This is an optimization exercise on Yosys and OpenROAD, whose aim is small area and a short achievable clock period, not a production implementation.
Where RTL was checked, it was by simulation tests only, not by an equivalence proof against the original.
Function not checked in runs 2 to 5: the RTL went through the layout flow alone.
Power figures rest on the tool's default switching activity, not on a simulated workload.

==> flow/standard.sh <==
#!/bin/bash
# synth_recipe.tcl (not shown) runs the flow's synth.tcl, then flattens the netlist and writes it again
# the make line also repeats each setting of config.mk as NAME=value (left out here)
make -C /OpenROAD-flow-scripts/flow DESIGN_CONFIG=/design/flow/config.mk WORK_HOME=/design/flow/orfs CLKGATE_MAP_FILE= SYNTH_SCRIPT=/design/flow/synth_recipe.tcl "${@:-finish}"
==> flow/flow/run.sh <==
#!/bin/bash
# The standard layout (standard.sh) with two changes:
#  - the smallest buffer (buf_1) on every port;
#  - synthesis maps with ABC script flow/abc.script (in a copy of ORFS's
#    scripts folder, where it replaces abc_speed.script).
# Extra ORFS settings: 
# Each ORFS step writes its full log under orfs/logs/; make's output goes to
# standard_flow.log.
set -euo pipefail
rm -rf scripts_abc
cp -r "$FLOW_HOME/scripts" scripts_abc
cp flow/abc.script scripts_abc/abc_speed.script
export BUFFER_PORTS_ARGS="-buffer_cell sky130_fd_sc_hd__buf_1"
bash standard.sh SCRIPTS_DIR="$PWD/scripts_abc"  finish > standard_flow.log 2>&1
==> flow/design.v <==
module sparc_exu_alu
(
   alu_byp_rd_data_e, exu_ifu_brpc_e, exu_lsu_ldst_va_e,
   exu_lsu_early_va_e, exu_mmu_early_va_e, alu_ecl_add_n64_e,
   alu_ecl_add_n32_e, alu_ecl_log_n64_e, alu_ecl_log_n32_e,
   alu_ecl_zhigh_e, alu_ecl_zlow_e, exu_ifu_regz_e,
   alu_ecl_adderin2_63_e, alu_ecl_adderin2_31_e,
   alu_ecl_adder_out_63_e, alu_ecl_cout32_e, alu_ecl_cout64_e_l,
   alu_ecl_mem_addr_invalid_e_l,
   cen, rclk, byp_alu_rs1_data_e, byp_alu_rs2_data_e_l,
   byp_alu_rs3_data_e, byp_alu_rcc_data_e, ecl_alu_cin_e,
   ifu_exu_invert_d, ecl_alu_log_sel_and_e, ecl_alu_log_sel_or_e,
   ecl_alu_log_sel_xor_e, ecl_alu_log_sel_move_e,
   ecl_alu_out_sel_sum_e_l, ecl_alu_out_sel_rs3_e_l,
   ecl_alu_out_sel_shift_e_l, ecl_alu_out_sel_logic_e_l,
   shft_alu_shift_out_e, ecl_alu_sethi_inst_e, ifu_lsu_casa_e
   );
   input cen;
   input rclk;
   input [63:0] byp_alu_rs1_data_e;
   input [63:0] byp_alu_rs2_data_e_l;
   input [63:0] byp_alu_rs3_data_e;
   input [63:0] byp_alu_rcc_data_e;
   input        ecl_alu_cin_e;
   input        ifu_exu_invert_d;
   input        ecl_alu_log_sel_and_e;
   input        ecl_alu_log_sel_or_e;
   input        ecl_alu_log_sel_xor_e;
   input        ecl_alu_log_sel_move_e;
   input        ecl_alu_out_sel_sum_e_l;
   input        ecl_alu_out_sel_rs3_e_l;
   input        ecl_alu_out_sel_shift_e_l;
   input        ecl_alu_out_sel_logic_e_l;
   input [63:0] shft_alu_shift_out_e;
   input        ecl_alu_sethi_inst_e;
   input        ifu_lsu_casa_e;
   output [63:0] alu_byp_rd_data_e;
   output [47:0] exu_ifu_brpc_e;
   output [47:0] exu_lsu_ldst_va_e;
   output [10:3] exu_lsu_early_va_e;
   output [7:0]  exu_mmu_early_va_e;
   output        alu_ecl_add_n64_e;
   output        alu_ecl_add_n32_e;
   output        alu_ecl_log_n64_e;
   output        alu_ecl_log_n32_e;
   output        alu_ecl_zhigh_e;
   output        alu_ecl_zlow_e;
   output        exu_ifu_regz_e;
   output        alu_ecl_adderin2_63_e;
   output        alu_ecl_adderin2_31_e;
   output        alu_ecl_adder_out_63_e;
   output        alu_ecl_cout32_e;
   output        alu_ecl_cout64_e_l;
   output        alu_ecl_mem_addr_invalid_e_l;
   wire [63:0] a = byp_alu_rs1_data_e;
   wire [63:0] rs2 = ~byp_alu_rs2_data_e_l;
   wire        cin = ecl_alu_cin_e;
   reg invert_e;
   always @(posedge rclk) invert_e <= ifu_exu_invert_d;
   wire [63:0] b;
   alu_bx bx (.rs2_l(byp_alu_rs2_data_e_l), .inv(invert_e), .b(b));
   wire [63:0] p, gn, tn;
   alu_pgen pgen (.a(a), .b(b), .p(p));
   alu_gt gtgen (.a(a), .b(b), .gn(gn), .tn(tn));
   wire [63:0] g = ~gn, t = ~tn;
   wire [64:0] c;
   alu_carry carry (.gn(gn), .tn(tn), .cin(cin), .c(c));
   wire [63:0] sum;
   alu_sum sumx (.p(p), .c(c[63:0]), .s(sum));
   reg [63:0] sum_q;
   always @(posedge rclk) if (cen) sum_q <= sum;
   wire s_g = ecl_alu_log_sel_and_e | ecl_alu_log_sel_or_e;
   wire s_p = ecl_alu_log_sel_or_e | ecl_alu_log_sel_xor_e;
   wire s_mlo = ecl_alu_log_sel_move_e;
   wire s_mhi = ecl_alu_log_sel_move_e & ~ecl_alu_sethi_inst_e;
   wire o_lg = ~ecl_alu_out_sel_logic_e_l;
   wire [63:0] gk, mk;
   alu_lterm lterm (.gn(gn), .rs2_l(byp_alu_rs2_data_e_l), .kgn(~(s_g & o_lg)),
                    .kmn_lo(~(s_mlo & o_lg)), .kmn_hi(~(s_mhi & o_lg)), .gk(gk), .mk(mk));
   alu_rdmux rdmux (.sum_q(sum_q), .rs3(byp_alu_rs3_data_e), .sh(shft_alu_shift_out_e),
                    .p(p), .gk(gk), .mk(mk), .sel_sum(~ecl_alu_out_sel_sum_e_l),
                    .sel_rs3(~ecl_alu_out_sel_rs3_e_l), .sel_sh(~ecl_alu_out_sel_shift_e_l),
                    .kp(s_p & o_lg), .rd(alu_byp_rd_data_e));
   assign alu_ecl_log_n64_e = (~gn[63] & s_g) | (p[63] & s_p) | (rs2[63] & s_mhi);
   assign alu_ecl_log_n32_e = (~gn[31] & s_g) | (p[31] & s_p) | (rs2[31] & s_mlo);
   wire zg_lo, zg_hi, zt_lo, zt_hi, zp_lo, zp_hi, zm_lo, zm_hi;
   alu_o64 gz (.x(gn), .olo(zg_lo), .ohi(zg_hi));
   alu_o64 tz (.x(tn), .olo(zt_lo), .ohi(zt_hi));
   alu_z64 pz (.x(p), .zlo(zp_lo), .zhi(zp_hi), .z());
   alu_o64 mz (.x(byp_alu_rs2_data_e_l), .olo(zm_lo), .ohi(zm_hi));
   assign lg_zlo = (ecl_alu_log_sel_and_e & zg_lo) | (ecl_alu_log_sel_or_e & zt_lo) |
                   (ecl_alu_log_sel_xor_e & zp_lo) | (ecl_alu_log_sel_move_e & zm_lo);
   assign lg_zhi = (ecl_alu_log_sel_and_e & zg_hi) | (ecl_alu_log_sel_or_e & zt_hi) |
                   (ecl_alu_log_sel_xor_e & zp_hi) |
                   (ecl_alu_log_sel_move_e & (zm_hi | ecl_alu_sethi_inst_e));
   wire spr_zlo, spr_zhi, lg_zlo, lg_zhi;
   alu_sprz sprz (.p(p), .tn(tn), .cin(cin), .zlo(spr_zlo), .zhi(spr_zhi));
   assign alu_ecl_zlow_e  = ecl_alu_out_sel_sum_e_l ? lg_zlo : spr_zlo;
   assign alu_ecl_zhigh_e = ecl_alu_out_sel_sum_e_l ? lg_zhi : spr_zhi;
   alu_va va (.a(a), .sum_q(sum_q), .casa(ifu_lsu_casa_e), .ncasa(~ifu_lsu_casa_e),
              .va(exu_lsu_ldst_va_e),
              .ok_l(alu_ecl_mem_addr_invalid_e_l));
   alu_z64 rccz (.x(byp_alu_rcc_data_e), .zlo(), .zhi(), .z(exu_ifu_regz_e));
   assign exu_ifu_brpc_e = sum_q[47:0];
   assign exu_lsu_early_va_e = sum_q[10:3];
   assign exu_mmu_early_va_e = sum_q[7:0];
   assign alu_ecl_add_n64_e = sum_q[63];
   assign alu_ecl_adder_out_63_e = sum_q[63];
   assign alu_ecl_add_n32_e = sum_q[31];
   assign alu_ecl_adderin2_63_e = b[63];
   assign alu_ecl_adderin2_31_e = b[31];
   assign alu_ecl_cout32_e = c[32];
   assign alu_ecl_cout64_e_l = ~c[64];
endmodule
module alu_bx (rs2_l, inv, b);
   input [63:0] rs2_l;
   input inv;
   output [63:0] b;
   assign b = ~rs2_l ^ {64{inv}};
endmodule
module alu_pgen (a, b, p);
   input [63:0] a, b;
   output [63:0] p;
   assign p = a ^ b;
endmodule
module alu_gt (a, b, gn, tn);
   input [63:0] a, b;
   output [63:0] gn, tn;
   assign gn = ~(a & b);
   assign tn = ~(a | b);
endmodule
module alu_sum (p, c, s);
   input [63:0] p, c;
   output [63:0] s;
   assign s = p ^ c;
endmodule
module alu_logic (gn, p, rs2, sel_and, sel_or, sel_xor, sel_mov, sethi, lgn);
   input [63:0] gn, p, rs2;
   wire [63:0] g = ~gn;
   input sel_and, sel_or, sel_xor, sel_mov, sethi;
   output [63:0] lgn;
   wire s_g = sel_and | sel_or;
   wire s_p = sel_or | sel_xor;
   wire s_mlo = sel_mov;
   wire s_mhi = sel_mov & ~sethi;
   assign lgn = ~((g & {64{s_g}}) | (p & {64{s_p}}) |
                  (rs2 & {{32{s_mhi}}, {32{s_mlo}}}));
endmodule
module alu_lterm (gn, rs2_l, kgn, kmn_lo, kmn_hi, gk, mk);
   input [63:0] gn, rs2_l;
   input kgn, kmn_lo, kmn_hi;
   output [63:0] gk, mk;
   assign gk = ~(gn | {64{kgn}});
   assign mk = ~(rs2_l | {{32{kmn_hi}}, {32{kmn_lo}}});
endmodule
module alu_rdmux (sum_q, rs3, sh, p, gk, mk, sel_sum, sel_rs3, sel_sh, kp, rd);
   input [63:0] sum_q, rs3, sh, p, gk, mk;
   input sel_sum, sel_rs3, sel_sh, kp;
   output [63:0] rd;
   wire [63:0] y0n = ~((sum_q & {64{sel_sum}}) | (rs3 & {64{sel_rs3}}) | (sh & {64{sel_sh}}));
   wire [63:0] y1n = ~((p & {64{kp}}) | gk | mk);
   assign rd = ~(y0n & y1n);
endmodule
module alu_outmux (sum_q, rs3, sh, lgn, sel_sum, sel_rs3, sel_sh, sel_lg_l, rd);
   input [63:0] sum_q, rs3, sh, lgn;
   input sel_sum, sel_rs3, sel_sh, sel_lg_l;
   output [63:0] rd;
   wire [63:0] y0n = ~((sum_q & {64{sel_sum}}) | (rs3 & {64{sel_rs3}}));
   wire [63:0] y1n = ~((~lgn & ~{64{sel_lg_l}}) | (sh & {64{sel_sh}}));
   assign rd = ~(y0n & y1n);
endmodule
module alu_sprz (p, tn, cin, zlo, zhi);
   input [63:0] p, tn;
   input cin;
   output zlo, zhi;
   wire [63:0] spr = p ^ {~tn[62:0], cin};
   assign zlo = ~(|spr[31:0]);
   assign zhi = ~(|spr[63:32]);
endmodule
module alu_z64 (x, zlo, zhi, z);
   input [63:0] x;
   output zlo, zhi, z;
   assign zlo = ~(|x[31:0]);
   assign zhi = ~(|x[63:32]);
   assign z = ~(|x);
endmodule
module alu_o64 (x, olo, ohi);
   input [63:0] x;
   output olo, ohi;
   assign olo = &x[31:0];
   assign ohi = &x[63:32];
endmodule
module alu_va (a, sum_q, casa, ncasa, va, ok_l);
   input [63:0] a, sum_q;
   input casa, ncasa;    
   output [47:0] va;
   output ok_l;
   assign va = (a[47:0] & {48{casa}}) | (sum_q[47:0] & {48{ncasa}});
   wire a_ok = (&a[63:47]) | ~(|a[63:47]);
   wire s_ok = (&sum_q[63:47]) | ~(|sum_q[63:47]);
   assign ok_l = (casa & a_ok) | (ncasa & s_ok);
endmodule
module alu_carry (gn, tn, cin, c);
   input [63:0] gn, tn;
   wire [63:0] g = ~gn, t = ~tn;
   input cin;
   output [64:0] c;    
   wire bg0_0 = g[0];
   wire bt0_0 = t[0];
   wire bg0_1 = g[1];
   wire bt0_1 = t[1];
   wire bg0_2 = g[2];
   wire bt0_2 = t[2];
   wire bg0_3 = g[3];
   wire bt0_3 = t[3];
   wire bg0_4 = g[4];
   wire bt0_4 = t[4];
   wire bg0_5 = g[5];
   wire bt0_5 = t[5];
   wire bg0_6 = g[6];
   wire bt0_6 = t[6];
   wire bg0_7 = g[7];
   wire bt0_7 = t[7];
   wire bg0_8 = g[8];
   wire bt0_8 = t[8];
   wire bg0_9 = g[9];
   wire bt0_9 = t[9];
   wire bg0_10 = g[10];
   wire bt0_10 = t[10];
   wire bg0_11 = g[11];
   wire bt0_11 = t[11];
   wire bg0_12 = g[12];
   wire bt0_12 = t[12];
   wire bg0_13 = g[13];
   wire bt0_13 = t[13];
   wire bg0_14 = g[14];
   wire bt0_14 = t[14];
   wire bg0_15 = g[15];
   wire bt0_15 = t[15];
   wire bg0_16 = g[16];
   wire bt0_16 = t[16];
   wire bg0_17 = g[17];
   wire bt0_17 = t[17];
   wire bg0_18 = g[18];
   wire bt0_18 = t[18];
   wire bg0_19 = g[19];
   wire bt0_19 = t[19];
   wire bg0_20 = g[20];
   wire bt0_20 = t[20];
   wire bg0_21 = g[21];
   wire bt0_21 = t[21];
   wire bg0_22 = g[22];
   wire bt0_22 = t[22];
   wire bg0_23 = g[23];
   wire bt0_23 = t[23];
   wire bg0_24 = g[24];
   wire bt0_24 = t[24];
   wire bg0_25 = g[25];
   wire bt0_25 = t[25];
   wire bg0_26 = g[26];
   wire bt0_26 = t[26];
   wire bg0_27 = g[27];
   wire bt0_27 = t[27];
   wire bg0_28 = g[28];
   wire bt0_28 = t[28];
   wire bg0_29 = g[29];
   wire bt0_29 = t[29];
   wire bg0_30 = g[30];
   wire bt0_30 = t[30];
   wire bg0_31 = g[31];
   wire bt0_31 = t[31];
   wire bg0_32 = g[32];
   wire bt0_32 = t[32];
   wire bg0_33 = g[33];
   wire bt0_33 = t[33];
   wire bg0_34 = g[34];
   wire bt0_34 = t[34];
   wire bg0_35 = g[35];
   wire bt0_35 = t[35];
   wire bg0_36 = g[36];
   wire bt0_36 = t[36];
   wire bg0_37 = g[37];
   wire bt0_37 = t[37];
   wire bg0_38 = g[38];
   wire bt0_38 = t[38];
   wire bg0_39 = g[39];
   wire bt0_39 = t[39];
   wire bg0_40 = g[40];
   wire bt0_40 = t[40];
   wire bg0_41 = g[41];
   wire bt0_41 = t[41];
   wire bg0_42 = g[42];
   wire bt0_42 = t[42];
   wire bg0_43 = g[43];
   wire bt0_43 = t[43];
   wire bg0_44 = g[44];
   wire bt0_44 = t[44];
   wire bg0_45 = g[45];
   wire bt0_45 = t[45];
   wire bg0_46 = g[46];
   wire bt0_46 = t[46];
   wire bg0_47 = g[47];
   wire bt0_47 = t[47];
   wire bg0_48 = g[48];
   wire bt0_48 = t[48];
   wire bg0_49 = g[49];
   wire bt0_49 = t[49];
   wire bg0_50 = g[50];
   wire bt0_50 = t[50];
   wire bg0_51 = g[51];
   wire bt0_51 = t[51];
   wire bg0_52 = g[52];
   wire bt0_52 = t[52];
   wire bg0_53 = g[53];
   wire bt0_53 = t[53];
   wire bg0_54 = g[54];
   wire bt0_54 = t[54];
   wire bg0_55 = g[55];
   wire bt0_55 = t[55];
   wire bg0_56 = g[56];
   wire bt0_56 = t[56];
   wire bg0_57 = g[57];
   wire bt0_57 = t[57];
   wire bg0_58 = g[58];
   wire bt0_58 = t[58];
   wire bg0_59 = g[59];
   wire bt0_59 = t[59];
   wire bg0_60 = g[60];
   wire bt0_60 = t[60];
   wire bg0_61 = g[61];
   wire bt0_61 = t[61];
   wire bg0_62 = g[62];
   wire bt0_62 = t[62];
   wire bg0_63 = g[63];
   wire bt0_63 = t[63];
   wire bg1_1 = bg0_1 | (bt0_1 & bg0_0);
   wire bt1_1 = bt0_1 & bt0_0;
   wire bg1_3 = bg0_3 | (bt0_3 & bg0_2);
   wire bt1_3 = bt0_3 & bt0_2;
   wire bg1_5 = bg0_5 | (bt0_5 & bg0_4);
   wire bt1_5 = bt0_5 & bt0_4;
   wire bg1_7 = bg0_7 | (bt0_7 & bg0_6);
   wire bt1_7 = bt0_7 & bt0_6;
   wire bg1_9 = bg0_9 | (bt0_9 & bg0_8);
   wire bt1_9 = bt0_9 & bt0_8;
   wire bg1_11 = bg0_11 | (bt0_11 & bg0_10);
   wire bt1_11 = bt0_11 & bt0_10;
   wire bg1_13 = bg0_13 | (bt0_13 & bg0_12);
   wire bt1_13 = bt0_13 & bt0_12;
   wire bg1_15 = bg0_15 | (bt0_15 & bg0_14);
   wire bt1_15 = bt0_15 & bt0_14;
   wire bg1_17 = bg0_17 | (bt0_17 & bg0_16);
   wire bt1_17 = bt0_17 & bt0_16;
   wire bg1_19 = bg0_19 | (bt0_19 & bg0_18);
   wire bt1_19 = bt0_19 & bt0_18;
   wire bg1_21 = bg0_21 | (bt0_21 & bg0_20);
   wire bt1_21 = bt0_21 & bt0_20;
   wire bg1_23 = bg0_23 | (bt0_23 & bg0_22);
   wire bt1_23 = bt0_23 & bt0_22;
   wire bg1_25 = bg0_25 | (bt0_25 & bg0_24);
   wire bt1_25 = bt0_25 & bt0_24;
   wire bg1_27 = bg0_27 | (bt0_27 & bg0_26);
   wire bt1_27 = bt0_27 & bt0_26;
   wire bg1_29 = bg0_29 | (bt0_29 & bg0_28);
   wire bt1_29 = bt0_29 & bt0_28;
   wire bg1_31 = bg0_31 | (bt0_31 & bg0_30);
   wire bt1_31 = bt0_31 & bt0_30;
   wire bg1_33 = bg0_33 | (bt0_33 & bg0_32);
   wire bt1_33 = bt0_33 & bt0_32;
   wire bg1_35 = bg0_35 | (bt0_35 & bg0_34);
   wire bt1_35 = bt0_35 & bt0_34;
   wire bg1_37 = bg0_37 | (bt0_37 & bg0_36);
   wire bt1_37 = bt0_37 & bt0_36;
   wire bg1_39 = bg0_39 | (bt0_39 & bg0_38);
   wire bt1_39 = bt0_39 & bt0_38;
   wire bg1_41 = bg0_41 | (bt0_41 & bg0_40);
   wire bt1_41 = bt0_41 & bt0_40;
   wire bg1_43 = bg0_43 | (bt0_43 & bg0_42);
   wire bt1_43 = bt0_43 & bt0_42;
   wire bg1_45 = bg0_45 | (bt0_45 & bg0_44);
   wire bt1_45 = bt0_45 & bt0_44;
   wire bg1_47 = bg0_47 | (bt0_47 & bg0_46);
   wire bt1_47 = bt0_47 & bt0_46;
   wire bg1_49 = bg0_49 | (bt0_49 & bg0_48);
   wire bt1_49 = bt0_49 & bt0_48;
   wire bg1_51 = bg0_51 | (bt0_51 & bg0_50);
   wire bt1_51 = bt0_51 & bt0_50;
   wire bg1_53 = bg0_53 | (bt0_53 & bg0_52);
   wire bt1_53 = bt0_53 & bt0_52;
   wire bg1_55 = bg0_55 | (bt0_55 & bg0_54);
   wire bt1_55 = bt0_55 & bt0_54;
   wire bg1_57 = bg0_57 | (bt0_57 & bg0_56);
   wire bt1_57 = bt0_57 & bt0_56;
   wire bg1_59 = bg0_59 | (bt0_59 & bg0_58);
   wire bt1_59 = bt0_59 & bt0_58;
   wire bg1_61 = bg0_61 | (bt0_61 & bg0_60);
   wire bt1_61 = bt0_61 & bt0_60;
   wire bg1_63 = bg0_63 | (bt0_63 & bg0_62);
   wire bt1_63 = bt0_63 & bt0_62;
   wire bg2_3 = bg1_3 | (bt1_3 & bg1_1);
   wire bt2_3 = bt1_3 & bt1_1;
   wire bg2_7 = bg1_7 | (bt1_7 & bg1_5);
   wire bt2_7 = bt1_7 & bt1_5;
   wire bg2_11 = bg1_11 | (bt1_11 & bg1_9);
   wire bt2_11 = bt1_11 & bt1_9;
   wire bg2_15 = bg1_15 | (bt1_15 & bg1_13);
   wire bt2_15 = bt1_15 & bt1_13;
   wire bg2_19 = bg1_19 | (bt1_19 & bg1_17);
   wire bt2_19 = bt1_19 & bt1_17;
   wire bg2_23 = bg1_23 | (bt1_23 & bg1_21);
   wire bt2_23 = bt1_23 & bt1_21;
   wire bg2_27 = bg1_27 | (bt1_27 & bg1_25);
   wire bt2_27 = bt1_27 & bt1_25;
   wire bg2_31 = bg1_31 | (bt1_31 & bg1_29);
   wire bt2_31 = bt1_31 & bt1_29;
   wire bg2_35 = bg1_35 | (bt1_35 & bg1_33);
   wire bt2_35 = bt1_35 & bt1_33;
   wire bg2_39 = bg1_39 | (bt1_39 & bg1_37);
   wire bt2_39 = bt1_39 & bt1_37;
   wire bg2_43 = bg1_43 | (bt1_43 & bg1_41);
   wire bt2_43 = bt1_43 & bt1_41;
   wire bg2_47 = bg1_47 | (bt1_47 & bg1_45);
   wire bt2_47 = bt1_47 & bt1_45;
   wire bg2_51 = bg1_51 | (bt1_51 & bg1_49);
   wire bt2_51 = bt1_51 & bt1_49;
   wire bg2_55 = bg1_55 | (bt1_55 & bg1_53);
   wire bt2_55 = bt1_55 & bt1_53;
   wire bg2_59 = bg1_59 | (bt1_59 & bg1_57);
   wire bt2_59 = bt1_59 & bt1_57;
   wire bg2_63 = bg1_63 | (bt1_63 & bg1_61);
   wire bt2_63 = bt1_63 & bt1_61;
   wire bg3_7 = bg2_7 | (bt2_7 & bg2_3);
   wire bt3_7 = bt2_7 & bt2_3;
   wire bg3_15 = bg2_15 | (bt2_15 & bg2_11);
   wire bt3_15 = bt2_15 & bt2_11;
   wire bg3_23 = bg2_23 | (bt2_23 & bg2_19);
   wire bt3_23 = bt2_23 & bt2_19;
   wire bg3_31 = bg2_31 | (bt2_31 & bg2_27);
   wire bt3_31 = bt2_31 & bt2_27;
   wire bg3_39 = bg2_39 | (bt2_39 & bg2_35);
   wire bt3_39 = bt2_39 & bt2_35;
   wire bg3_47 = bg2_47 | (bt2_47 & bg2_43);
   wire bt3_47 = bt2_47 & bt2_43;
   wire bg3_55 = bg2_55 | (bt2_55 & bg2_51);
   wire bt3_55 = bt2_55 & bt2_51;
   wire bg3_63 = bg2_63 | (bt2_63 & bg2_59);
   wire bt3_63 = bt2_63 & bt2_59;
   wire bg4_15 = bg3_15 | (bt3_15 & bg3_7);
   wire bt4_15 = bt3_15 & bt3_7;
   wire bg4_31 = bg3_31 | (bt3_31 & bg3_23);
   wire bt4_31 = bt3_31 & bt3_23;
   wire bg4_47 = bg3_47 | (bt3_47 & bg3_39);
   wire bt4_47 = bt3_47 & bt3_39;
   wire bg4_63 = bg3_63 | (bt3_63 & bg3_55);
   wire bt4_63 = bt3_63 & bt3_55;
   wire bg5_31 = bg4_31 | (bt4_31 & bg4_15);
   wire bt5_31 = bt4_31 & bt4_15;
   wire bg5_63 = bg4_63 | (bt4_63 & bg4_47);
   wire bt5_63 = bt4_63 & bt4_47;
   wire bg6_63 = bg5_63 | (bt5_63 & bg5_31);
   wire bt6_63 = bt5_63 & bt5_31;
   wire bg7_47 = bg4_47 | (bt4_47 & bg5_31);
   wire bt7_47 = bt4_47 & bt5_31;
   wire bg8_23 = bg3_23 | (bt3_23 & bg4_15);
   wire bt8_23 = bt3_23 & bt4_15;
   wire bg8_39 = bg3_39 | (bt3_39 & bg5_31);
   wire bt8_39 = bt3_39 & bt5_31;
   wire bg8_55 = bg3_55 | (bt3_55 & bg7_47);
   wire bt8_55 = bt3_55 & bt7_47;
   wire bg9_11 = bg2_11 | (bt2_11 & bg3_7);
   wire bt9_11 = bt2_11 & bt3_7;
   wire bg9_19 = bg2_19 | (bt2_19 & bg4_15);
   wire bt9_19 = bt2_19 & bt4_15;
   wire bg9_27 = bg2_27 | (bt2_27 & bg8_23);
   wire bt9_27 = bt2_27 & bt8_23;
   wire bg9_35 = bg2_35 | (bt2_35 & bg5_31);
   wire bt9_35 = bt2_35 & bt5_31;
   wire bg9_43 = bg2_43 | (bt2_43 & bg8_39);
   wire bt9_43 = bt2_43 & bt8_39;
   wire bg9_51 = bg2_51 | (bt2_51 & bg7_47);
   wire bt9_51 = bt2_51 & bt7_47;
   wire bg9_59 = bg2_59 | (bt2_59 & bg8_55);
   wire bt9_59 = bt2_59 & bt8_55;
   wire bg10_5 = bg1_5 | (bt1_5 & bg2_3);
   wire bt10_5 = bt1_5 & bt2_3;
   wire bg10_9 = bg1_9 | (bt1_9 & bg3_7);
   wire bt10_9 = bt1_9 & bt3_7;
   wire bg10_13 = bg1_13 | (bt1_13 & bg9_11);
   wire bt10_13 = bt1_13 & bt9_11;
   wire bg10_17 = bg1_17 | (bt1_17 & bg4_15);
   wire bt10_17 = bt1_17 & bt4_15;
   wire bg10_21 = bg1_21 | (bt1_21 & bg9_19);
   wire bt10_21 = bt1_21 & bt9_19;
   wire bg10_25 = bg1_25 | (bt1_25 & bg8_23);
   wire bt10_25 = bt1_25 & bt8_23;
   wire bg10_29 = bg1_29 | (bt1_29 & bg9_27);
   wire bt10_29 = bt1_29 & bt9_27;
   wire bg10_33 = bg1_33 | (bt1_33 & bg5_31);
   wire bt10_33 = bt1_33 & bt5_31;
   wire bg10_37 = bg1_37 | (bt1_37 & bg9_35);
   wire bt10_37 = bt1_37 & bt9_35;
   wire bg10_41 = bg1_41 | (bt1_41 & bg8_39);
   wire bt10_41 = bt1_41 & bt8_39;
   wire bg10_45 = bg1_45 | (bt1_45 & bg9_43);
   wire bt10_45 = bt1_45 & bt9_43;
   wire bg10_49 = bg1_49 | (bt1_49 & bg7_47);
   wire bt10_49 = bt1_49 & bt7_47;
   wire bg10_53 = bg1_53 | (bt1_53 & bg9_51);
   wire bt10_53 = bt1_53 & bt9_51;
   wire bg10_57 = bg1_57 | (bt1_57 & bg8_55);
   wire bt10_57 = bt1_57 & bt8_55;
   wire bg10_61 = bg1_61 | (bt1_61 & bg9_59);
   wire bt10_61 = bt1_61 & bt9_59;
   wire bg11_2 = bg0_2 | (bt0_2 & bg1_1);
   wire bt11_2 = bt0_2 & bt1_1;
   wire bg11_4 = bg0_4 | (bt0_4 & bg2_3);
   wire bt11_4 = bt0_4 & bt2_3;
   wire bg11_6 = bg0_6 | (bt0_6 & bg10_5);
   wire bt11_6 = bt0_6 & bt10_5;
   wire bg11_8 = bg0_8 | (bt0_8 & bg3_7);
   wire bt11_8 = bt0_8 & bt3_7;
   wire bg11_10 = bg0_10 | (bt0_10 & bg10_9);
   wire bt11_10 = bt0_10 & bt10_9;
   wire bg11_12 = bg0_12 | (bt0_12 & bg9_11);
   wire bt11_12 = bt0_12 & bt9_11;
   wire bg11_14 = bg0_14 | (bt0_14 & bg10_13);
   wire bt11_14 = bt0_14 & bt10_13;
   wire bg11_16 = bg0_16 | (bt0_16 & bg4_15);
   wire bt11_16 = bt0_16 & bt4_15;
   wire bg11_18 = bg0_18 | (bt0_18 & bg10_17);
   wire bt11_18 = bt0_18 & bt10_17;
   wire bg11_20 = bg0_20 | (bt0_20 & bg9_19);
   wire bt11_20 = bt0_20 & bt9_19;
   wire bg11_22 = bg0_22 | (bt0_22 & bg10_21);
   wire bt11_22 = bt0_22 & bt10_21;
   wire bg11_24 = bg0_24 | (bt0_24 & bg8_23);
   wire bt11_24 = bt0_24 & bt8_23;
   wire bg11_26 = bg0_26 | (bt0_26 & bg10_25);
   wire bt11_26 = bt0_26 & bt10_25;
   wire bg11_28 = bg0_28 | (bt0_28 & bg9_27);
   wire bt11_28 = bt0_28 & bt9_27;
   wire bg11_30 = bg0_30 | (bt0_30 & bg10_29);
   wire bt11_30 = bt0_30 & bt10_29;
   wire bg11_32 = bg0_32 | (bt0_32 & bg5_31);
   wire bt11_32 = bt0_32 & bt5_31;
   wire bg11_34 = bg0_34 | (bt0_34 & bg10_33);
   wire bt11_34 = bt0_34 & bt10_33;
   wire bg11_36 = bg0_36 | (bt0_36 & bg9_35);
   wire bt11_36 = bt0_36 & bt9_35;
   wire bg11_38 = bg0_38 | (bt0_38 & bg10_37);
   wire bt11_38 = bt0_38 & bt10_37;
   wire bg11_40 = bg0_40 | (bt0_40 & bg8_39);
   wire bt11_40 = bt0_40 & bt8_39;
   wire bg11_42 = bg0_42 | (bt0_42 & bg10_41);
   wire bt11_42 = bt0_42 & bt10_41;
   wire bg11_44 = bg0_44 | (bt0_44 & bg9_43);
   wire bt11_44 = bt0_44 & bt9_43;
   wire bg11_46 = bg0_46 | (bt0_46 & bg10_45);
   wire bt11_46 = bt0_46 & bt10_45;
   wire bg11_48 = bg0_48 | (bt0_48 & bg7_47);
   wire bt11_48 = bt0_48 & bt7_47;
   wire bg11_50 = bg0_50 | (bt0_50 & bg10_49);
   wire bt11_50 = bt0_50 & bt10_49;
   wire bg11_52 = bg0_52 | (bt0_52 & bg9_51);
   wire bt11_52 = bt0_52 & bt9_51;
   wire bg11_54 = bg0_54 | (bt0_54 & bg10_53);
   wire bt11_54 = bt0_54 & bt10_53;
   wire bg11_56 = bg0_56 | (bt0_56 & bg8_55);
   wire bt11_56 = bt0_56 & bt8_55;
   wire bg11_58 = bg0_58 | (bt0_58 & bg10_57);
   wire bt11_58 = bt0_58 & bt10_57;
   wire bg11_60 = bg0_60 | (bt0_60 & bg9_59);
   wire bt11_60 = bt0_60 & bt9_59;
   wire bg11_62 = bg0_62 | (bt0_62 & bg10_61);
   wire bt11_62 = bt0_62 & bt10_61;
   assign c[0] = cin;
   assign c[1] = bg0_0 | (bt0_0 & cin);
   assign c[2] = bg1_1 | (bt1_1 & cin);
   assign c[3] = bg11_2 | (bt11_2 & cin);
   assign c[4] = bg2_3 | (bt2_3 & cin);
   assign c[5] = bg11_4 | (bt11_4 & cin);
   assign c[6] = bg10_5 | (bt10_5 & cin);
   assign c[7] = bg11_6 | (bt11_6 & cin);
   assign c[8] = bg3_7 | (bt3_7 & cin);
   assign c[9] = bg11_8 | (bt11_8 & cin);
   assign c[10] = bg10_9 | (bt10_9 & cin);
   assign c[11] = bg11_10 | (bt11_10 & cin);
   assign c[12] = bg9_11 | (bt9_11 & cin);
   assign c[13] = bg11_12 | (bt11_12 & cin);
   assign c[14] = bg10_13 | (bt10_13 & cin);
   assign c[15] = bg11_14 | (bt11_14 & cin);
   assign c[16] = bg4_15 | (bt4_15 & cin);
   assign c[17] = bg11_16 | (bt11_16 & cin);
   assign c[18] = bg10_17 | (bt10_17 & cin);
   assign c[19] = bg11_18 | (bt11_18 & cin);
   assign c[20] = bg9_19 | (bt9_19 & cin);
   assign c[21] = bg11_20 | (bt11_20 & cin);
   assign c[22] = bg10_21 | (bt10_21 & cin);
   assign c[23] = bg11_22 | (bt11_22 & cin);
   assign c[24] = bg8_23 | (bt8_23 & cin);
   assign c[25] = bg11_24 | (bt11_24 & cin);
   assign c[26] = bg10_25 | (bt10_25 & cin);
   assign c[27] = bg11_26 | (bt11_26 & cin);
   assign c[28] = bg9_27 | (bt9_27 & cin);
   assign c[29] = bg11_28 | (bt11_28 & cin);
   assign c[30] = bg10_29 | (bt10_29 & cin);
   assign c[31] = bg11_30 | (bt11_30 & cin);
   assign c[32] = bg5_31 | (bt5_31 & cin);
   assign c[33] = bg11_32 | (bt11_32 & cin);
   assign c[34] = bg10_33 | (bt10_33 & cin);
   assign c[35] = bg11_34 | (bt11_34 & cin);
   assign c[36] = bg9_35 | (bt9_35 & cin);
   assign c[37] = bg11_36 | (bt11_36 & cin);
   assign c[38] = bg10_37 | (bt10_37 & cin);
   assign c[39] = bg11_38 | (bt11_38 & cin);
   assign c[40] = bg8_39 | (bt8_39 & cin);
   assign c[41] = bg11_40 | (bt11_40 & cin);
   assign c[42] = bg10_41 | (bt10_41 & cin);
   assign c[43] = bg11_42 | (bt11_42 & cin);
   assign c[44] = bg9_43 | (bt9_43 & cin);
   assign c[45] = bg11_44 | (bt11_44 & cin);
   assign c[46] = bg10_45 | (bt10_45 & cin);
   assign c[47] = bg11_46 | (bt11_46 & cin);
   assign c[48] = bg7_47 | (bt7_47 & cin);
   assign c[49] = bg11_48 | (bt11_48 & cin);
   assign c[50] = bg10_49 | (bt10_49 & cin);
   assign c[51] = bg11_50 | (bt11_50 & cin);
   assign c[52] = bg9_51 | (bt9_51 & cin);
   assign c[53] = bg11_52 | (bt11_52 & cin);
   assign c[54] = bg10_53 | (bt10_53 & cin);
   assign c[55] = bg11_54 | (bt11_54 & cin);
   assign c[56] = bg8_55 | (bt8_55 & cin);
   assign c[57] = bg11_56 | (bt11_56 & cin);
   assign c[58] = bg10_57 | (bt10_57 & cin);
   assign c[59] = bg11_58 | (bt11_58 & cin);
   assign c[60] = bg9_59 | (bt9_59 & cin);
   assign c[61] = bg11_60 | (bt11_60 & cin);
   assign c[62] = bg10_61 | (bt10_61 & cin);
   assign c[63] = bg11_62 | (bt11_62 & cin);
   assign c[64] = bg6_63 | (bt6_63 & cin);
endmodule
==> flow/flow/abc.script <==
&get -n
&st
&syn2
&dch -f
&nf -p -R 10
&put
buffer -c
topo
stime -c
dnsize -c
==> flow/constraint.sdc <==
create_clock -name core_clock -period 9.0 [get_ports {rclk}]
set_input_delay 1.8000 -clock core_clock [delete_from_list [all_inputs] [get_ports {rclk}]]
set_output_delay 1.8000 -clock core_clock [all_outputs]
set_load 0.01 [all_outputs]
==> flow/config.mk <==
export PLATFORM = sky130hd
export DESIGN_NAME = sparc_exu_alu
export DESIGN_NICKNAME = sparc_exu_alu
export VERILOG_FILES = /design/flow/design.v
export SDC_FILE = /design/flow/constraint.sdc
export NUM_CORES = 4
export LEC_CHECK = 0
export CAP_MARGIN = 20
export CORE_MARGIN = 2
export CORE_UTILIZATION = 40
export CTS_BUF_LIST = sky130_fd_sc_hd__clkbuf_8
export CTS_CLUSTER_DIAMETER = 100
export CTS_CLUSTER_SIZE = 30
export SETUP_SLACK_MARGIN = 3.0
export SLEW_MARGIN = 20
export SYNTH_HIERARCHICAL = 1
==> impl_metrics.yaml, run 1 <==
sta:
  hold_viol_final: 0
  max_freq_ghz: 0.1675
  fin_skew_ns: 0.007945
  layout_worst_path_cycle_share_pct: 66.33
  drv_slew: 0
  timing.slew.headroom_pct: 23.07
  tightest_slew_ns: 1.154
  setup_tns_ns: 0
  setup_viol: 0
  period_minus_slack_ns: 5.970
  rsz0062_at_grt: "false"
logic_synthesis:
  synthCells: 1336
  synth_warnings: 7
  synth_nets: 1670
  avgSynthCellArea_sq_um: 7.513
  syn_area_sq_um: 10040
power:
  irDropWorstVdd_v: 0.00007148
  internal-power_uw: 937.0
  power_leakage_nw: 4.101
  netSwitchingPower_uw: 852.6
  p_clk_share_pct: 17.2
  p_seq_share_pct: 27.9
  p_per_area_nw_per_um2: 146.2
  switching_share_pct: 47.64
  p_comb_share_pct: 54.9
global_routing:
  grt_pass1_vias: 12050
  antenna_found_initial: 11
  grt_max_degree: 65
  grt_usage_pct: 35.41
  overflow: 0
  grt_pass1_wl_um: 70860
floorplan:
  ios: 523
  die_y_um: 162.4
  core_sq_um: 24460
  initial_core_util_pct: 41.03
  dieArea_sq_um: 26380
  die_x_um: 162.4
  rows: 57
finish:
  stdcell_area_sq_um: 12240
  drive_above_1_share_pct: 6.821
  syn_to_final_growth_pct: 21.93
  fin_nets: 2103
clocking:
  clkSlewWorstSetupHoldPaths_ns: 0.09
  numCtsBuffers: 9
  cts_tree: "built"
  clockRootBuffer: "clkbuf_8"
  clkSinkCount: 65
  clkLatencyLatePin_ns: 0.37
  clockBufferDepth: 2
  htree_levels: 3
worst_setup_path:
  crit_required_ns: 7.20
  path_class: "in -> out"
  timing.rr.end: "sum_q[55]"
  r2r_start: "invert_e"
  cp_data_arrival_time_ns: 4.17
  r2r_slack_ns: 4.94
  crit_fanout: 4
  endpoint_kind: "output port"
  reg2reg_depth: 17
  start_kind: "primary input"
placed_design:
  dp.final_hpwl_um: 38710
  gp_congestion: 0.9858
  port_buffers: 522
  dpl-instance-area_sq_um: 11530
drt:
  drc: 0
  wirelength_um: 49780
  avgRoutedWirePerCell_um: 23.60
  routed_via_density: 5.985
  firstDrtPassIters: 7
  drt_iter0_markers: 1337
  vias: 12620
  ant_nets: 0
run:
  drv_cap: 0
outcome:
  status: "finished clean"
min_path:
  min_path_cells: 4
  hp-start: "invert_e"
  hold_path.class: "reg -> reg"
  holdPathEnd: "sum_q[3]"
==> routing by layer <==
layer  vias to the layer above  GRT usage, %  wire, um
met5                         -             0         0
met4                         0         21.68      2875
met3                       136         4.482      3677
met2                       742         64.76     25490
met1                      5973         38.98     17740
li1                       5772             -         -
==> layout make-up <==
| cell class | instances | area, sq um |
|---|---|---|
| Antenna cell | 11 | 27.53 |
| Multi-Input combinational cell | 1111 | 7341 |
| Clock inverter | 7 | 95.09 |
| Timing Repair Buffer | 546 | 2165 |
| Inverter | 36 | 135.1 |
| Fill cell | 2574 | 12220 |
| Clock buffer | 9 | 123.9 |
| Tap cell | 324 | 405.4 |
| Sequential cell | 65 | 1946 |
==> registers in the layout, summed over array words and instances (netlist names) <==
| signal | flops |
|---|---|
| invert_e | 1 |
| sum_q | 64 |
==> how the worst max path moves through the flow <==
stage | from | cells past startpoint | slack, ns | to
floorplan | byp_alu_rs2_data_e_l[17] | 14 | 3.26 | alu_ecl_cout64_e_l
global placement | byp_alu_rs2_data_e_l[17] | 16 | 2.54 | alu_ecl_cout64_e_l
detailed placement | byp_alu_rs2_data_e_l[17] | 16 | 2.45 | alu_ecl_cout64_e_l
CTS | byp_alu_rs2_data_e_l[3] | 16 | 3.00 | alu_ecl_cout64_e_l
global route | byp_alu_rs2_data_e_l[17] | 16 | 2.98 | alu_ecl_cout64_e_l
finish | byp_alu_rs2_data_e_l[55] | 9 | 3.03 | alu_ecl_zhigh_e
==> power groups by stage <==
| stage | logic (mW) | registers, mW | clock network, mW |
|---|---|---|---|
| after global routing | 1.06 | 0.504 | 0.322 |
| after CTS | 0.941 | 0.498 | 0.311 |
| after floorplan | 0.675 | 0.468 | 0 |
| after detailed placement | 0.926 | 0.503 | 0 |
| after global placement | 0.923 | 0.503 | 0 |
| final | 0.983 | 0.499 | 0.308 |
==> stage by stage <==
step	util (%)	setup slack [ns]	hold slack [ns]	total power, mW	std cells
3_3_place_gp	47.13	2.539	1.257	1.426	2067
4_1_cts	48.54	3.001	1.322	1.750	2087
6_report	50.03	3.030	1.190	1.790	2109
3_5_place_dp	47.13	2.446	1.273	1.429	2067
5_1_grt	50.02	2.980	1.218	1.886	2108
2_1_floorplan	-	3.257	1.013	1.143	1336
==> cells in the final DEF, fill, tap and decap left out, drive strengths merged, types with 2 or more instances in the layout <==
cell / count
o21bai: 2
nor2: 238
a222oi: 65
o31a: 2
buf: 537
o211ai: 6
xnor2: 127
nand3: 5
a22o: 49
edfxtp: 64
inv: 36
nand2b: 7
and2: 2
nor4: 66
a21o: 2
a22oi: 2
diode: 11
a211oi: 65
o21ai: 60
nand2: 154
or2: 2
nand4: 70
o31ai: 2
or4: 12
o21a: 8
a31oi: 4
a21oi: 26
xor2: 129
bufinv: 2
clkinv: 4
clkbuf: 18
==> worst max-delay path, cell delays in order <==
cell and delay [ns]:
buf_1 0.12, xnor2_1 0.21, nor2_1 0.46, nand4_1 0.17
or4_1 0.58, nor2_1 0.13, a222oi_1 0.07, a31oi_1 0.32
buf_1 0.32
==> repair_timing <==
action / in CTS / in global routing
hold buffers: 0 / 0
setup buffers: 4 / 11
pin swaps: 8 / 14
setup endpoints to repair: 2 / 3
gates resized for setup: 23 / 56
==> inputs of run 2 (changes only) <==
--- a/flow/design.v
+++ b/flow/design.v
@@ -87,4 +87,5 @@
    alu_o64 gz (.x(gn), .olo(zg_lo), .ohi(zg_hi));
-   alu_o64 tz (.x(tn), .olo(zt_lo), .ohi(zt_hi));
    alu_z64 pz (.x(p), .zlo(zp_lo), .zhi(zp_hi), .z());
+   assign zt_lo = zg_lo & zp_lo;
+   assign zt_hi = zg_hi & zp_hi;
    alu_o64 mz (.x(byp_alu_rs2_data_e_l), .olo(zm_lo), .ohi(zm_hi));
--- a/flow/flow/run.sh
+++ b/flow/flow/run.sh
@@ -5,3 +5,3 @@
 #    scripts folder, where it replaces abc_speed.script).
-# Extra ORFS settings: 
+# Extra ORFS settings: 'CTS_ARGS=-sink_clustering_enable -repair_clock_nets -sink_clustering_size 30 -sink_clustering_max_diameter 100 -buf_list sky130_fd_sc_hd__clkbuf_8 -dont_use_dummy_load'
 # Each ORFS step writes its full log under orfs/logs/; make's output goes to
@@ -13,2 +13,2 @@
 export BUFFER_PORTS_ARGS="-buffer_cell sky130_fd_sc_hd__buf_1"
-bash standard.sh SCRIPTS_DIR="$PWD/scripts_abc"  finish > standard_flow.log 2>&1
+bash standard.sh SCRIPTS_DIR="$PWD/scripts_abc" 'CTS_ARGS=-sink_clustering_enable -repair_clock_nets -sink_clustering_size 30 -sink_clustering_max_diameter 100 -buf_list sky130_fd_sc_hd__clkbuf_8 -dont_use_dummy_load' finish > standard_flow.log 2>&1
==> flow/flow/abc.script (replaced) <==
&get -n
&st
&syn2
&dch -f
&nf -p -R 10
&put
topo
stime -c
dnsize -c
==> impl_metrics.yaml, run 2 <==
finish:
  layout_commonest_cell: "buf_1"
  stdcell_area_sq_um: 11750
  syn_to_final_growth_pct: 24.47
  regMostFlops: "sum_q"
  drive_above_1_share_pct: 3.614
  nFillCells: 2460
  most-common-layout-cells: "buf_1, nor2_1, nand2_1, xor2_1, xnor2_1"
  largest_reg_flops: 64
  fin_nets: 2079
  reg.largest.list: "sum_q: 64 flops, invert_e: 1 flops"
global_routing:
  overflow: 0
  grt_max_degree: 65
  grt_pass1_wl_um: 69410
  grt_pass1_vias: 11250
  grt_usage_pct: 37.42
  antenna_found_initial: 15
logic_synthesis:
  synth_nets: 1592
  synthCells: 1258
  synth_warnings: 7
  avgSynthCellArea_sq_um: 7.503
  syn_area_sq_um: 9439
sta:
  period_minus_slack_ns: 6.024
  setup_tns_ns: 0
  max_freq_ghz: 0.1660
  hold_viol_final: 0
  tightest_slew_ns: 1.080
  rsz0062_at_grt: "true"
  timing.slew.headroom_pct: 28.03
  layout_worst_path_cycle_share_pct: 66.93
  drv_slew: 0
  fin_skew_ns: 0.03078
  setup_viol: 0
clocking:
  clockRootBuffer: "clkbuf_8"
  clkSlewWorstSetupHoldPaths_ns: 0.10
  clockBufferDepth: 2
  hold_buffers: 0
  clkLatencyLatePin_ns: 0.39
  clkSinkCount: 65
  numCtsBuffers: 9
  htree_levels: 3
  cts_tree: "built"
floorplan:
  die_x_um: 157.6
  ios: 523
  rows: 56
  die_y_um: 157.6
  dieArea_sq_um: 24840
  initial_core_util_pct: 40.45
  core_sq_um: 23330
worst_setup_path:
  crit_chain: "buf_1 -> xnor2_1 -> nor2_1 -> nor4_1 -> nand2_1 -> clkinv_1 -> nand3_1 -> nand3_2 -> a21oi_4 -> clkinv_4 -> a31oi_4 -> o21ai_0 -> clkinv_1 -> buf_1"
  reg2reg_depth: 17
  path_class: "in -> out"
  worst-path-stages: 14
  endpoint_kind: "output port"
  critPathSlowestCell: "xnor2_1"
  worst-path-buf-inv: 5
  start_kind: "primary input"
  crit_required_ns: 7.20
  path_delay_family: "simple AND/OR/NAND/NOR gates"
  cp_slowest_stage_delay_ns: 0.44
  cp_data_arrival_time_ns: 4.22
  crit_fanout: 5
power:
  p_clk_share_pct: 13.0
  p_comb_share_pct: 56.9
  power_leakage_nw: 3.836
  internal-power_uw: 860.9
  power_mw: 1.676
  p_seq_share_pct: 30.0
  netSwitchingPower_uw: 815.2
  irDropWorstVdd_v: 0.00006989
  p_per_area_nw_per_um2: 142.7
  switching_share_pct: 48.64
drt:
  routed_via_density: 5.981
  ant_nets: 0
  drc: 0
  drt_iter0_markers: 1466
  avgRoutedWirePerCell_um: 23.61
  vias: 12380
  firstDrtPassIters: 8
  wirelength_um: 48880
placed_design:
  gp_congestion: 0.9556
  port_buffers: 522
  dpl-instance-area_sq_um: 11390
  dp.final_hpwl_um: 38170
min_path:
  min_path_cells: 4
  hold_path.class: "reg -> reg"
outcome:
  status: "finished clean"
run:
  drv_cap: 0
## run 2: worst paths after layout
path / startpoint / end / slack, ns
max: byp_alu_rs2_data_e_l[31] / alu_ecl_cout64_e_l / 2.98
min: invert_e / sum_q[63] / 1.41
max reg2reg: invert_e / sum_q[39] / 4.77
min reg2reg: invert_e / sum_q[63] / 1.41
## run 2: cell type report
type / count / area (sq um) / share of cell area, %
clock buffer: 9 / 123.9 / 1.054
antenna: 8 / 20.02 / 0.1704
sequential: 65 / 1946 / 16.56
multi-input combinational: 1091 / 7003 / 59.61
timing repair buffer: 542 / 2117 / 18.02
inverter: 36 / 140.1 / 1.193
tap: 319 / 399.1 / 3.397
## run 2: power groups by stage
stage	sequential [mW]	combinational (mW)	clock (mW)
detailed placement	0.505	0.917	0
finish	0.504	0.954	0.218
global route	0.507	1.04	0.228
global placement	0.504	0.915	0
floorplan	0.474	0.644	0
CTS	0.500	0.934	0.220
## run 2: worst min-delay path: cells and delay by family (launching register included)
family           cells  cell delay [ns]
XOR/XNOR             2             0.43
AO/OA/AOI/OAI        1             0.12
flip-flops           1             0.61
AND/OR/NAND/NOR      1             0.13
## run 2: timing repair
action	CTS	global route
setup buffers	6	4
setup endpoints to repair	1	7
gates resized for setup	20	13
pin swaps	7	9
## run 2: routing by layer
layer	vias to the layer above	global-route usage, %	share of wire [%]
met5	-	0	0.30
li1	5663	-	-
met1	5806	45.51	39
met4	20	12.81	3.5
met3	136	11.36	10
met2	756	62.86	47
## run 2: metrics by stage
step           utilization (%)  std cells  setup slack (ns)  hold slack, ns
3_5_place_dp             48.82       2043             2.121           1.366
6_report                 50.35       2070             2.976           1.411
2_1_floorplan                -       1258             3.052           1.533
4_1_cts                  49.88       2058             3.006           1.414
3_3_place_gp             48.82       2043             2.228           1.360
5_1_grt                  50.28       2063             2.791           1.483
==> inputs of run 3 (changes only) <==
--- a/flow/config.mk
+++ b/flow/config.mk
@@ -13,3 +13,3 @@
 export CTS_CLUSTER_SIZE = 30
-export SETUP_SLACK_MARGIN = 3.0
+export SETUP_SLACK_MARGIN = 2.85
 export SLEW_MARGIN = 20
==> impl_metrics.yaml, run 3 <==
sta:
  rsz0062_at_grt: "true"
  setup_viol: 0
  period_minus_slack_ns: 6.044
  fin_skew_ns: 0.01586
  timing.slew.headroom_pct: 25.65
  setup_tns_ns: 0
  hold_viol_final: 0
  max_freq_ghz: 0.1655
  layout_worst_path_cycle_share_pct: 67.15
  tightest_slew_ns: 1.115
  drv_slew: 0
worst_setup_path:
  cp_data_arrival_time_ns: 4.24
  path_class: "in -> out"
  crit_required_ns: 7.20
  cp_slowest_stage_delay_ns: 0.27
  reg2reg_depth: 17
  crit_chain: "buf_1 -> xnor2_1 -> nor2_1 -> nor2_1 -> nand2_1 -> o21ai_0 -> nand2_1 -> o211ai_1 -> nand3_1 -> nand3_2 -> a21oi_4 -> inv_4 -> a31oi_4 -> o21ai_0 -> clkinv_1 -> buf_1"
  critPathSlowestCell: "xnor2_1"
  start_kind: "primary input"
  endpoint_kind: "output port"
  crit_fanout: 5
logic_synthesis:
  synth_warnings: 7
  synthCells: 1258
  syn_area_sq_um: 9439
  synth_nets: 1592
  avgSynthCellArea_sq_um: 7.503
clocking:
  clkLatencyLatePin_ns: 0.37
  cts_tree: "built"
  hold_buffers: 0
  numCtsBuffers: 9
  htree_levels: 3
  clockRootBuffer: "clkbuf_8"
  clkSinkCount: 65
  clockBufferDepth: 2
  clkSlewWorstSetupHoldPaths_ns: 0.08
global_routing:
  overflow: 0
  grt_usage_pct: 37.40
  grt_pass1_vias: 11290
  grt_pass1_wl_um: 68880
  grt_max_degree: 65
  antenna_found_initial: 23
drt:
  routed_via_density: 5.948
  wirelength_um: 48600
  avgRoutedWirePerCell_um: 23.49
  ant_nets: 0
  vias: 12310
  firstDrtPassIters: 10
  drt_iter0_markers: 1531
  drc: 0
finish:
  nFillCells: 2514
  stdcell_area_sq_um: 11660
  final_util_pct: 49.96
  reg.largest.list: "sum_q: 64 flops, invert_e: 1 flops"
  syn_to_final_growth_pct: 23.50
  fin_nets: 2072
  most-common-layout-cells: "buf_1, nor2_1, nand2_1, xor2_1, xnor2_1"
  layout_commonest_cell: "buf_1"
  drive_above_1_share_pct: 2.535
  largest_reg_flops: 64
  regMostFlops: "sum_q"
power:
  power_leakage_nw: 3.774
  irDropWorstVdd_v: 0.00004892
  power_mw: 1.662
  p_per_area_nw_per_um2: 142.6
floorplan:
  die_x_um: 157.6
  core_sq_um: 23330
  ios: 523
  rows: 56
  initial_core_util_pct: 40.45
  die_y_um: 157.6
  dieArea_sq_um: 24840
outcome:
  status: "finished clean"
placed_design:
  dpl-instance-area_sq_um: 11390
  port_buffers: 522
  gp_congestion: 0.9208
  dp.final_hpwl_um: 38380
min_path:
  hold_path.class: "reg -> reg"
  min_path_cells: 3
run:
  drv_cap: 0
run 3: worst max-delay path, delay by kind of cell:
family | cells | cell delay (ns)
AOI/OAI and AO/OA | 5 | 0.81
xor gates and xnor gates | 1 | 0.27
buffers and inverters | 4 | 0.47
and+or+nand+nor | 6 | 0.89
run 3: timing repair:
| item | in CTS | in global routing |
|---|---|---|
| resized for setup | 7 | 12 |
| endpoints found under the setup margin | 1 | 3 |
| endpoints found under the hold margin | 0 | 0 |
| pin swaps | 2 | 3 |
| buffers inserted | 2 | 1 |
run 3: metal layers:
metal  up-vias  share of wire (%)  track usage (%)
li1       5646                  -                -
met1      5783                 38            44.78
met2       726                 47            62.53
met3       129                 11            11.88
met4        22                3.6            14.37
met5         -               0.30                0
run 3: per-stage QoR:
stage / setup slack [ns] / hold WS, ns / cells
2_1_floorplan: 2.881 / 1.533 / 1258
3_3_place_gp: 2.273 / 1.372 / 2043
3_5_place_dp: 2.173 / 1.387 / 2043
4_1_cts: 2.863 / 1.403 / 2054
5_1_grt: 2.764 / 1.468 / 2061
6_report: 2.956 / 1.418 / 2069
run 3: worst paths after layout:
path	from	slack, ns	end
setup / recovery	byp_alu_rs2_data_e_l[6]	2.96	alu_ecl_cout64_e_l
hold / removal	invert_e	1.42	sum_q[11]
setup reg to reg	invert_e	4.92	sum_q[63]
hold reg to reg	invert_e	1.42	sum_q[11]
run 3: layout make-up:
cell class	count	area, sq um	area share (%)
clock buffer	9	123.9	1.063
antenna	14	35.03	0.3005
tap	319	399.1	3.424
timing repair buffer	535	2061	17.68
inverter	36	137.6	1.181
sequential	65	1946	16.69
multi-input combinational	1091	6955	59.67
run 3: power by group:
group | internal, mW | switching [mW] | leakage (nW) | total [mW]
registers | 0.426 | 0.0793 | 0.635 | 0.506
clock network | 0.0896 | 0.127 | 0.0648 | 0.216
logic | 0.338 | 0.602 | 3.07 | 0.940
total | 0.854 | 0.808 | 3.77 | 1.66
==> inputs of run 4 (changes only) <==
--- a/flow/config.mk
+++ b/flow/config.mk
@@ -13,3 +13,3 @@
 export CTS_CLUSTER_SIZE = 30
-export SETUP_SLACK_MARGIN = 2.85
+export SETUP_SLACK_MARGIN = 3.15
 export SLEW_MARGIN = 20
==> impl_metrics.yaml, run 4 <==
finish:
  syn_to_final_growth_pct: 34.65
  drive_above_1_share_pct: 12.15
  reg.largest.list: "sum_q: 64 flops, invert_e: 1 flops"
  fin_nets: 2097
  final_util_pct: 54.47
  largest_reg_flops: 64
  most-common-layout-cells: "buf_1, nor2_1, nand2_1, xor2_1, xnor2_1"
  layout_commonest_cell: "buf_1"
  nFillCells: 2378
  regMostFlops: "sum_q"
worst_setup_path:
  cp_data_arrival_time_ns: 4.04
  crit_required_ns: 7.20
  endpoint_kind: "output port"
  start_kind: "primary input"
  crit_fanout: 4
  path_class: "in -> out"
power:
  switching_share_pct: 48.27
  p_per_area_nw_per_um2: 137.2
  irDropWorstVdd_v: 0.00005712
  p_seq_share_pct: 28.6
  netSwitchingPower_uw: 841.9
  p_clk_share_pct: 12.1
  p_comb_share_pct: 59.3
  internal-power_uw: 902.5
  power_leakage_nw: 4.279
sta:
  timing.slew.headroom_pct: 27.22
  setup_viol: 0
  max_freq_ghz: 0.1712
  fin_skew_ns: 0.01486
  tightest_slew_ns: 1.092
  hold_viol_final: 0
  rsz0062_at_grt: "true"
  period_minus_slack_ns: 5.840
  drv_slew: 0
  setup_tns_ns: 0
  layout_worst_path_cycle_share_pct: 64.88
logic_synthesis:
  avgSynthCellArea_sq_um: 7.503
  synth_warnings: 7
  synth_nets: 1592
  synthCells: 1258
  syn_area_sq_um: 9439
global_routing:
  overflow: 0
  grt_pass1_wl_um: 67920
  grt_max_degree: 65
  antenna_found_initial: 13
  grt_pass1_vias: 11280
  grt_usage_pct: 36.44
drt:
  avgRoutedWirePerCell_um: 23.17
  routed_via_density: 5.998
  drc: 0
  wirelength_um: 48350
  drt_iter0_markers: 1368
  firstDrtPassIters: 9
  ant_nets: 0
  vias: 12520
clocking:
  numCtsBuffers: 9
  cts_tree: "built"
  clkSlewWorstSetupHoldPaths_ns: 0.08
  hold_buffers: 0
  clockBufferDepth: 2
  clkSinkCount: 65
  clkLatencyLatePin_ns: 0.36
  clockRootBuffer: "clkbuf_8"
  htree_levels: 3
floorplan:
  die_y_um: 157.6
  rows: 56
  ios: 523
  die_x_um: 157.6
  dieArea_sq_um: 24840
  initial_core_util_pct: 40.45
  core_sq_um: 23330
outcome:
  status: "finished clean"
placed_design:
  port_buffers: 522
  dp.final_hpwl_um: 37390
  gp_congestion: 0.9378
run:
  drv_cap: 0
min_path:
  hold_path.class: "reg -> reg"
## run 4: cell types whose count changed in the layout (fill, tap and decap cells not counted), moves of 5 or more
| cell | previous run | this run |
|---|---|---|
| nor2_2 | 2 | 27 |
| nor2_1 | 233 | 205 |
| clkbuf_2 | 2 | 12 |
| xnor2_2 | 4 | 45 |
| xor2_1 | 128 | 91 |
| buf_4 | 13 | 36 |
| diode_2 | 14 | 7 |
| buf_1 | 519 | 502 |
| o21ai_2 | 0 | 7 |
| buf_2 | 1 | 8 |
| nor4_1 | 66 | 61 |
| xnor2_1 | 123 | 78 |
| xor2_2 | 1 | 37 |
| o21ai_0 | 58 | 47 |
## run 4: metal layers
metal	track usage [%]	vias up	share of wire (%)
met5	0	-	0.21
met4	13.55	18	3.5
met3	7.993	131	9.3
met2	62.22	725	48
met1	45.00	5971	39
li1	-	5673	-
## run 4: final cells by class
| type | instances | area [sq um] | area share (%) |
|---|---|---|---|
| clock buffers | 9 | 123.9 | 0.9746 |
| well taps | 319 | 399.1 | 3.140 |
| multi-input cells | 1091 | 7797 | 61.35 |
| flip-flops and latches | 65 | 1946 | 15.31 |
| diodes | 7 | 17.52 | 0.1378 |
| repair buffers | 560 | 2286 | 17.99 |
| inverters | 36 | 140.1 | 1.103 |
## run 4: worst paths after layout
path | depth (start not counted) | end | start | slack [ns]
setup / recovery | 10 | alu_ecl_zlow_e | byp_alu_rs2_data_e_l[16] | 3.16
hold / removal | 3 | sum_q[18] | invert_e | 1.22
setup reg to reg | 16 | sum_q[39] | invert_e | 4.69
hold reg to reg | 3 | sum_q[18] | invert_e | 1.22
## run 4: stage by stage
stage,total power [mW],hold slack [ns],std cells,cell area (sq um),setup WS (ns)
2_1_floorplan,1.117,1.533,1258,9443,3.142
3_3_place_gp,1.418,1.194,2043,11390,2.241
3_5_place_dp,1.422,1.197,2043,11390,2.109
4_1_cts,1.657,1.248,2062,11760,3.128
5_1_grt,1.842,1.259,2082,12700,3.119
6_report,1.744,1.219,2087,12710,3.160
## run 4: what timing repair did
| action | 4_1_cts | 5_1_grt |
|---|---|---|
| endpoints found under the setup margin | 5 | 4 |
| setup buffers | 10 | 18 |
| gates resized for setup | 40 | 146 |
| pin swaps | 14 | 33 |
## run 4: worst max-delay path, stage by stage
cell     delay [ns]
buf_1          0.14
xnor2_2        0.24
xor2_1         0.52
xnor2_1        0.12
nor4_1         0.36
nand4_1        0.14
nor2_1         0.12
nor2_1         0.05
a31oi_1        0.30
buf_1          0.25
## run 4: power by group through the flow
stage	logic [mW]	clock network, mW	registers [mW]
after floorplan	0.643	0	0.474
after CTS	0.947	0.213	0.497
after detailed placement	0.920	0	0.502
final	1.03	0.212	0.498
after global placement	0.916	0	0.503
after global routing	1.11	0.226	0.503
==> inputs of run 5 (changes only) <==
--- a/flow/config.mk
+++ b/flow/config.mk
@@ -13,3 +13,4 @@
 export CTS_CLUSTER_SIZE = 30
-export SETUP_SLACK_MARGIN = 3.15
+export PLACE_DENSITY = 0.75
+export SETUP_SLACK_MARGIN = 3.0
 export SLEW_MARGIN = 20
==> impl_metrics.yaml, run 5 <==
floorplan:
  rows: 56
  core_sq_um: 23330
  ios: 523
  dieArea_sq_um: 24840
  initial_core_util_pct: 40.45
  die_x_um: 157.6
  die_y_um: 157.6
finish:
  drive_above_1_share_pct: 4.253
  nFillCells: 2444
  layout_commonest_cell: "buf_1"
  regMostFlops: "sum_q"
  most-common-layout-cells: "buf_1, nor2_1, nand2_1, xor2_1, xnor2_1"
  reg.largest.list: "sum_q: 64 flops, invert_e: 1 flops"
  fin_nets: 2076
  syn_to_final_growth_pct: 25.11
  largest_reg_flops: 64
  final_util_pct: 50.61
sta:
  timing.slew.headroom_pct: 20.34
  fin_skew_ns: 0.01706
  setup_tns_ns: 0
  setup_slack_ns: 3.068
  finalHoldWorstSlack_ns: 1.255
  hold_viol_final: 0
  setup_viol: 0
  layout_worst_path_cycle_share_pct: 65.91
  drv_slew: 0
  period_minus_slack_ns: 5.932
  tightest_slew_ns: 1.195
  max_freq_ghz: 0.1686
  rsz0062_at_grt: "true"
worst_setup_path:
  endpoint_kind: "output port"
  cp_slowest_stage_delay_ns: 0.24
  worstSetupEndpoint: "alu_ecl_cout64_e_l"
  crit_chain: "buf_1 -> xnor2_1 -> nor2_2 -> o21ai_0 -> a21oi_2 -> nor2_1 -> a211oi_2 -> o21ai_0 -> a21oi_1 -> nand3_2 -> a21oi_4 -> inv_4 -> a31oi_4 -> o21ai_1 -> clkinv_1 -> clkbuf_2"
  crit_required_ns: 7.20
  r2r_slack_ns: 4.62
  timing.rr.end: "sum_q[39]"
  r2r_start: "invert_e"
  crit_path_frequent_cell: "o21ai_0"
  cp_data_arrival_time_ns: 4.13
  critPathSlowestCell: "a211oi_2"
  startpoint: "byp_alu_rs2_data_e_l[19]"
  path_class: "in -> out"
  reg2reg_depth: 17
  start_kind: "primary input"
  crit_fanout: 5
clocking:
  clkSinkCount: 65
  clkLatencyLatePin_ns: 0.37
  cts_tree: "built"
  htree_levels: 3
  hold_buffers: 0
  clkSlewWorstSetupHoldPaths_ns: 0.08
  numCtsBuffers: 9
  clockBufferDepth: 2
  clockRootBuffer: "clkbuf_8"
drt:
  vias: 12700
  ant_nets: 0
  avgRoutedWirePerCell_um: 23.09
  routed_via_density: 6.148
  drc: 0
  firstDrtPassIters: 10
  wirelength_um: 47680
  drt_iter0_markers: 1944
global_routing:
  grt_pass1_vias: 11450
  overflow: 0
  grt_max_degree: 65
  grt_usage_pct: 36.01
  antenna_found_initial: 3
  grt_pass1_wl_um: 67510
logic_synthesis:
  synth_nets: 1592
  synthCells: 1258
  synth_warnings: 7
  syn_area_sq_um: 9439
  avgSynthCellArea_sq_um: 7.503
placed_design:
  dp.final_hpwl_um: 36590
  port_buffers: 522
  post-place-ws_ns: 2.261
  gp_congestion: 0.9300
outcome:
  status: "finished clean"
power:
  p_per_area_nw_per_um2: 142.6
  irDropWorstVdd_v: 0.00005838
  power_leakage_nw: 3.876
  power_mw: 1.684
min_path:
  hold_path.class: "reg -> reg"
run:
  drv_cap: 0
[run 5: critical path, delay by kind of cell]
| family | cells | cell delay (ns) |
|---|---|---|
| simple gates | 3 | 0.42 |
| buf+inv | 4 | 0.36 |
| compound gates | 8 | 1.35 |
| xor+xnor | 1 | 0.20 |
[run 5: final cells by class]
cell class	count	area, sq um	share of cell area (%)
tap	319	399.1	3.380
inverter	36	137.6	1.166
antenna	6	15.01	0.1271
clock buffer	9	123.9	1.049
sequential	65	1946	16.48
multi-input combinational	1091	7089	60.03
timing repair buffer	539	2098	17.77
[run 5: worst min-delay path by stage]
stage / cells after the start / end / start
2_1_floorplan: 4 / sum_q[3] / invert_e
3_3_place_gp: 4 / sum_q[25] / invert_e
3_5_place_dp: 4 / sum_q[25] / invert_e
4_1_cts: 3 / sum_q[0] / invert_e
5_1_grt: 3 / sum_q[7] / invert_e
6_report: 3 / sum_q[5] / invert_e
[run 5: timing repair]
| item | CTS | global route |
|---|---|---|
| setup buffers | 2 | 5 |
| pin swaps | 4 | 7 |
| endpoints found under the setup margin | 2 | 3 |
| resized for setup | 11 | 37 |
[run 5: report_power, final]
part / internal, mW / switching, mW / leakage (nW)
Clock: 0.0894 / 0.119 / 0.0647
Sequential: 0.426 / 0.0765 / 0.635
Combinational: 0.346 / 0.627 / 3.18
[run 5: metal layers]
layer	global-route usage [%]	part of all wire, %	wire length [um]	vias to the layer above
met2	60.84	48	22660	942
met3	8.623	10	4811	176
met4	19.83	5.5	2612	2
met1	41.85	37	17530	5926
li1	-	-	-	5650
met5	1.863	0.13	60	-
[run 5: per-stage QoR]
step	std cells	instance area (sq um)
after global placement	2043	11390
after floorplan	1258	9443
after global routing	2062	11800
after CTS	2054	11570
after detailed placement	2043	11390
final	2065	11810

[port drivers added, routing unchanged]
The results above use ideal ports. As a check the final layouts listed here were re-extracted and re-timed, cells and wires unchanged.
Step 1 (the two cells are an assumption about what drives the block):
set clk [get_ports {rclk}]
set_driving_cell -lib_cell sky130_fd_sc_hd__clkbuf_16 $clk
set_driving_cell -lib_cell sky130_fd_sc_hd__buf_2 [delete_from_list [all_inputs] $clk]
Step 2 times the ports against the registers' clock, not the clock port: input delays grow and output delays shrink by t, the midpoint of the rising clock arrivals with the driver on.
Three values: no drivers, after step 1, after step 2; two values: the first two.
run	t (ns)	slack for setup (ns)	hold slack, ns	latest minus earliest clock arrival (ns)	worst slew at a driven data input, ns
run 1	0.412	3.030 / 3.006 / 3.006	1.190 / 1.190 / 1.190	0.009 / 0.009	0.13
run 2	0.418	2.976 / 2.949 / 2.949	1.411 / 1.411 / 1.411	0.031 / 0.031	0.18
run 3	0.414	2.956 / 2.931 / 2.931	1.418 / 1.418 / 1.418	0.022 / 0.022	0.16
run 4	0.401	3.160 / 3.134 / 3.134	1.219 / 1.219 / 1.219	0.024 / 0.023	0.14
run 5	0.406	3.068 / 3.048 / 3.048	1.255 / 1.255 / 1.255	0.021 / 0.022	0.10
After both steps every run listed still meets setup and hold. For run 2, which loses most, drivers alone change the setup slack by -0.027 ns; drivers and shift together by -0.027 ns.
